This is an optimization exercise on Yosys and OpenROAD, whose aim is small area, not a production implementation.
In this exercise RTL edits were held to simulation tests only and were not proved equivalent to the original.
Power is estimated from default activity; no workload was simulated.

## fp_convert_unit
module fp_convert_unit
(
    input             clk,
    input      [63:0] in1,
    input      [63:0] in2,
    input      [2:0]  rounding_mode,
    input             sp_dp,
    input      [2:0]  operation,
    output     [63:0] result,
    output reg        invalid,
    output reg        overflow,
    output reg        underflow,
    output reg        inexact
);
wire [63:0] s0_d;
wire [1:0]  s0_rc;
reg  [63:0] r_d;
reg  [2:0]  r_op;
reg         r_dp;
reg  [1:0]  r_rc;
wire [63:0] s1_res;
wire        s1_inc, s1_cen;
wire        s1_inv, s1_ovf, s1_unf, s1_inx;
reg  [63:0] r_res;
reg         r_inc, r_cen;
cvt_pre u_pre
(
    .in1 (in1),
    .in2 (in2),
    .rm  (rounding_mode),
    .dp  (sp_dp),
    .op  (operation),
    .d   (s0_d),
    .rc  (s0_rc)
);
cvt_core u_core
(
    .d   (r_d),
    .op  (r_op),
    .dp  (r_dp),
    .rc  (r_rc),
    .res (s1_res),
    .inc (s1_inc),
    .cen (s1_cen),
    .inv (s1_inv),
    .ovf (s1_ovf),
  ...
Settings: LEC_CHECK=0, ABC_AREA=1, CAP_MARGIN=20, CORE_MARGIN=2, CORE_UTILIZATION=55, CTS_BUF_LIST=sky130_fd_sc_hd__clkbuf_8, CTS_CLUSTER_DIAMETER=50, CTS_CLUSTER_SIZE=24, PLACE_DENSITY=0.7, SLEW_MARGIN=20; clock period 10.0 ns.
standard.sh (not shown) runs the stock make flow with config.mk's settings and CLKGATE_MAP_FILE= SYNTH_SCRIPT=/design/flow/synth_recipe.tcl, a recipe that flattens the netlist after the stock synthesis.
==> flow/flow/run.sh <==
#!/bin/bash
# Standard ORFS flow with two changes:
#  - synthesis maps with an area-oriented ABC script (flow/abc_area.script)
#    in place of ORFS's abc_area.script; the rest of synthesis is the standard flow's;
#  - port buffers use the smallest buffer cell.
set -u
W=$(pwd)
rm -rf "$W/scripts_local"
cp -r "$FLOW_HOME/scripts" "$W/scripts_local"
cp "$W/flow/abc_area.script" "$W/scripts_local/abc_area.script"
bash standard.sh SCRIPTS_DIR="$W/scripts_local" synth > "$W/synth.log" 2>&1 || { echo "synth failed"; exit 1; }
bash standard.sh BUFFER_PORTS_ARGS="-buffer_cell sky130_fd_sc_hd__buf_1" finish > "$W/layout.log" 2>&1 || { echo "layout failed"; exit 1; }
==> flow/flow/abc_area.script <==
strash
&get -n
&deepsyn -T 90
&put
dch -f
amap
topo
The baseline produced a clean layout.
Edit:
==> flow/flow/run.sh (replaced) <==
#!/bin/bash
# Standard ORFS flow with these changes:
#  - synthesis maps with an area-oriented ABC script (flow/abc_area.script)
#    in place of ORFS's abc_area.script; the rest of synthesis is the standard flow's;
#  - port buffers use the smallest buffer cell;
#  - clock tree: clkbuf_8 clusters, no dummy loads.
set -u
W=$(pwd)
rm -rf "$W/scripts_local"
cp -r "$FLOW_HOME/scripts" "$W/scripts_local"
cp "$W/flow/abc_area.script" "$W/scripts_local/abc_area.script"
CTS="-sink_clustering_enable -repair_clock_nets -dont_use_dummy_load -buf_list sky130_fd_sc_hd__clkbuf_8 -sink_clustering_size 30 -sink_clustering_max_diameter 60"
bash standard.sh SCRIPTS_DIR="$W/scripts_local" synth > "$W/synth.log" 2>&1 || { echo "synth failed"; exit 1; }
bash standard.sh BUFFER_PORTS_ARGS="-buffer_cell sky130_fd_sc_hd__buf_1" CTS_ARGS="$CTS" finish > "$W/layout.log" 2>&1 || { echo "layout failed"; exit 1; }
CAP_MARGIN = 10   (was 20)
CTS_BUF_LIST = not set   (was sky130_fd_sc_hd__clkbuf_8)
CTS_CLUSTER_DIAMETER = not set   (was 50)
CTS_CLUSTER_SIZE = not set   (was 24)
SLEW_MARGIN = 10   (was 20)
Outcome:
- final area shrinks by 2.4%
- count of clock-buffer cells in the layout stays the same
- synthesized cell count is unchanged
- maximum frequency shrinks by 0.78%
- power shrinks by 11%
- hold slack is about the same
- critical path depth stays the same
- non-clock buffer count shrinks by 2
- worst setup slack is worse by 0.073 ns
- utilization shrinks by 1.5 points
Edit:
==> flow/flow/run.sh (replaced) <==
#!/bin/bash
# Standard ORFS flow with two changes:
#  - synthesis maps with an area-oriented ABC script (flow/abc_area.script)
#    in place of ORFS's abc_area.script; the rest of synthesis is the standard flow's;
#  - port buffers use the smallest buffer cell.
set -u
W=$(pwd)
rm -rf "$W/scripts_local"
cp -r "$FLOW_HOME/scripts" "$W/scripts_local"
cp "$W/flow/abc_area.script" "$W/scripts_local/abc_area.script"
bash standard.sh SCRIPTS_DIR="$W/scripts_local" synth > "$W/synth.log" 2>&1 || { echo "synth failed"; exit 1; }
bash standard.sh BUFFER_PORTS_ARGS="-buffer_cell sky130_fd_sc_hd__buf_1" finish > "$W/layout.log" 2>&1 || { echo "layout failed"; exit 1; }
CAP_MARGIN = 20   (was 10)
CORE_UTILIZATION = 40   (was 55)
PLACE_DENSITY = 0.6   (was 0.7)
SLEW_MARGIN = 20   (was 10)
Result: The changed run finished with timing, DRC and antenna clean. Power came out higher by about a fifth. Non-clock buffer count climbs by 44. First-iteration DRC count goes down by a quarter to a third. Wire length rises by roughly a tenth. Worst setup slack is better by 0.37 ns. Critical path depth drops by 6.


lane 1:
fp_convert_unit, a different RTL version from the one above (not shown whole).
Size in the first run: ~1100 cells after synthesis, ~200 I/O pins, roughly 0.0083 mm^2 of cells after synthesis.
Settings: LEC_CHECK=0, ABC_AREA=1, CAP_MARGIN=10, CORE_MARGIN=2, CORE_UTILIZATION=55, PLACE_DENSITY=0.7, SLEW_MARGIN=10; clock period 10.0 ns.
==> flow/flow/run.sh <==
#!/bin/bash
# Standard ORFS flow with these changes:
#  - synthesis maps with an area-oriented ABC script (flow/abc_area.script)
#    in place of ORFS's abc_area.script; the rest of synthesis is the standard flow's;
#  - port buffers use the smallest buffer cell;
#  - clock tree: clkbuf_8 clusters, no dummy loads.
set -u
W=$(pwd)
rm -rf "$W/scripts_local"
cp -r "$FLOW_HOME/scripts" "$W/scripts_local"
cp "$W/flow/abc_area.script" "$W/scripts_local/abc_area.script"
CTS="-sink_clustering_enable -repair_clock_nets -dont_use_dummy_load -buf_list sky130_fd_sc_hd__clkbuf_8 -sink_clustering_size 30 -sink_clustering_max_diameter 60"
bash standard.sh SCRIPTS_DIR="$W/scripts_local" synth > "$W/synth.log" 2>&1 || { echo "synth failed"; exit 1; }
bash standard.sh BUFFER_PORTS_ARGS="-buffer_cell sky130_fd_sc_hd__buf_1" CTS_ARGS="$CTS" finish > "$W/layout.log" 2>&1 || { echo "layout failed"; exit 1; }
==> flow/flow/abc_area.script <==
strash
dch -f
amap
strash
dch -f
amap
strash
dch -f
amap
strash
dch -f
amap
strash
dch -f
amap
topo
Lane 1: flow completed, timing, DRC and antenna clean
--- input diff lane 1..lane 2 ---
==> flow/flow/abc_area.script <==
strash
dch -f
amap
topo
[summary]
- Both conditions hold for lane 2: the flow ran to the end and the final layout passed the timing, DRC and antenna checks.
- Lane 1 went all the way through the flow, and no timing, DRC or antenna check failed.
- Comparing lane 2 and lane 1, the lower final worst setup slack is on lane 2.
- On lane 2: end-of-flow core utilization is 0.70 points lower than what lane 1 gave.
- Compared to lane 1, lane 2 has worst hold margin 16 ps higher.
- Relative to lane 1, pin slew with the least headroom to its limit has increased by 180 ps in lane 2.
- As far as number of I/O port buffers goes, lane 2 and lane 1 are indistinguishable; the numbers are identical.
- Between lane 1 and lane 2, the via count of the first global-routing pass figures differ only marginally.
### lane 2 -> lane 3
-- flow/flow/run.sh --
<<< lane 2, line 6
#  - clock tree: clkbuf_8 clusters, no dummy loads.
>>> lane 3, line 6
#  - clock tree: clkbuf_8 clusters, no dummy loads;
#  - placement keeps no resizer changes (repair comes after placement)
#    and floorplan only removes synthesis buffers.
<<< lane 2, line 14
bash standard.sh BUFFER_PORTS_ARGS="-buffer_cell sky130_fd_sc_hd__buf_1" CTS_ARGS="$CTS" finish > "$W/layout.log" 2>&1 || { echo "layout failed"; exit 1; }
>>> lane 3, line 16
bash standard.sh BUFFER_PORTS_ARGS="-buffer_cell sky130_fd_sc_hd__buf_1" CTS_ARGS="$CTS" GPL_KEEP_OVERFLOW=0 REMOVE_ABC_BUFFERS=1 finish > "$W/layout.log" 2>&1 || { echo "layout failed"; exit 1; }
[summary]
From lane 2 to lane 3 the numbers moved as follows: number of top-level pins neither gained nor lost much; final instance area lost about 5%; total length of routed met3 wires lost 13%. Compare lane 3 and lane 2 | share of post-route cells with drive strength above 1 higher: lane 2. Going from lane 2 to lane 3, total power shrank by a few percent. First-iteration DRC count delta for lane 3 relative to lane 2: 59 lower. Lane 3 vs lane 2: final critical path time including I/O delays and setup up in lane 3. Lane 3 — total vias in the final route 607 lower, lane 2 as reference. Lane 3 ended up with r_inc$_DFF_P_ as its end of the critical path; lane 2 ended up with r_res[22]$_DFF_P_. In lane 3 relative to lane 2, half-perimeter wire length after placement had gone down by a few percent. Final period utilization, lane 3 and lane 2: higher on lane 3. Looking at global-route usage, lane 3 sits 2.0 points lower than lane 2 does.
Input-level comparison between lane 4 and lane 3:
-- flow/flow/run.sh --
<<< lane 3, line 14
CTS="-sink_clustering_enable -repair_clock_nets -dont_use_dummy_load -buf_list sky130_fd_sc_hd__clkbuf_8 -sink_clustering_size 30 -sink_clustering_max_diameter 60"
>>> lane 4, line 14
CTS="-sink_clustering_enable -repair_clock_nets -dont_use_dummy_load -root_buf sky130_fd_sc_hd__clkbuf_8 -buf_list {sky130_fd_sc_hd__clkbuf_4 sky130_fd_sc_hd__clkbuf_8} -sink_clustering_size 20 -sink_clustering_max_diameter 40"
## What came out
- Looking at lane 3 and lane 4, the global routing met1 resource utilization is a wash.
- Lane 3 and lane 4 ended up with roughly the same sequential power.
- Reported for lane 3 and lane 4, synthesis-stage register bit count turned out identical to the last digit.
- Lane 4 against lane 3: share of the final layout cell area in multi-input gates saw little to no change, total number of vias saw little to no change, part of the total power dissipated in combinational logic saw little to no change.

afterwards: timing with drivers on the ports:
How much do the figures lean on ideal ports? The routed layouts below were timed once more, with nothing changed but the port constraints.
Step 1 sets driving cells, clkbuf_16 on the clock port and buf_2 on the other inputs (assumed; they add their load-dependent delay and slew).
Step 2 also shifts input and output timing later by t, the mid clock arrival at the registers, as if the neighbouring blocks saw the same clock.
Slacks: ideal / step 1 / step 2; pairs: ideal / step 1.
| run | shift t [ns] | slack for setup (ns) | worst data-port slew with drivers (ns) |
|---|---|---|---|
| the first run of note 1 | 0.508 | 0.662 / 0.677 / 0.169 | 0.05 |
| the second run of note 1 | 0.476 | 0.589 / 0.606 / 0.131 | 0.05 |
| the third run of note 1 | 0.460 | 0.956 / 0.917 / 0.666 | 0.04 |
| lane 1 | 0.493 | 0.861 / 0.861 / 0.861 | 0.05 |
| lane 2 | 0.488 | 0.571 / 0.571 / 0.571 | 0.05 |
| lane 3 | 0.482 | 0.317 / 0.317 / 0.317 | 0.04 |
| lane 4 | 0.482 | 0.317 / 0.317 / 0.317 | 0.04 |
After both steps setup and hold are still met in every run listed. The setup slack of the first run of note 1, which loses most, moves by +0.015 ns with the drivers and by -0.493 ns with both steps.
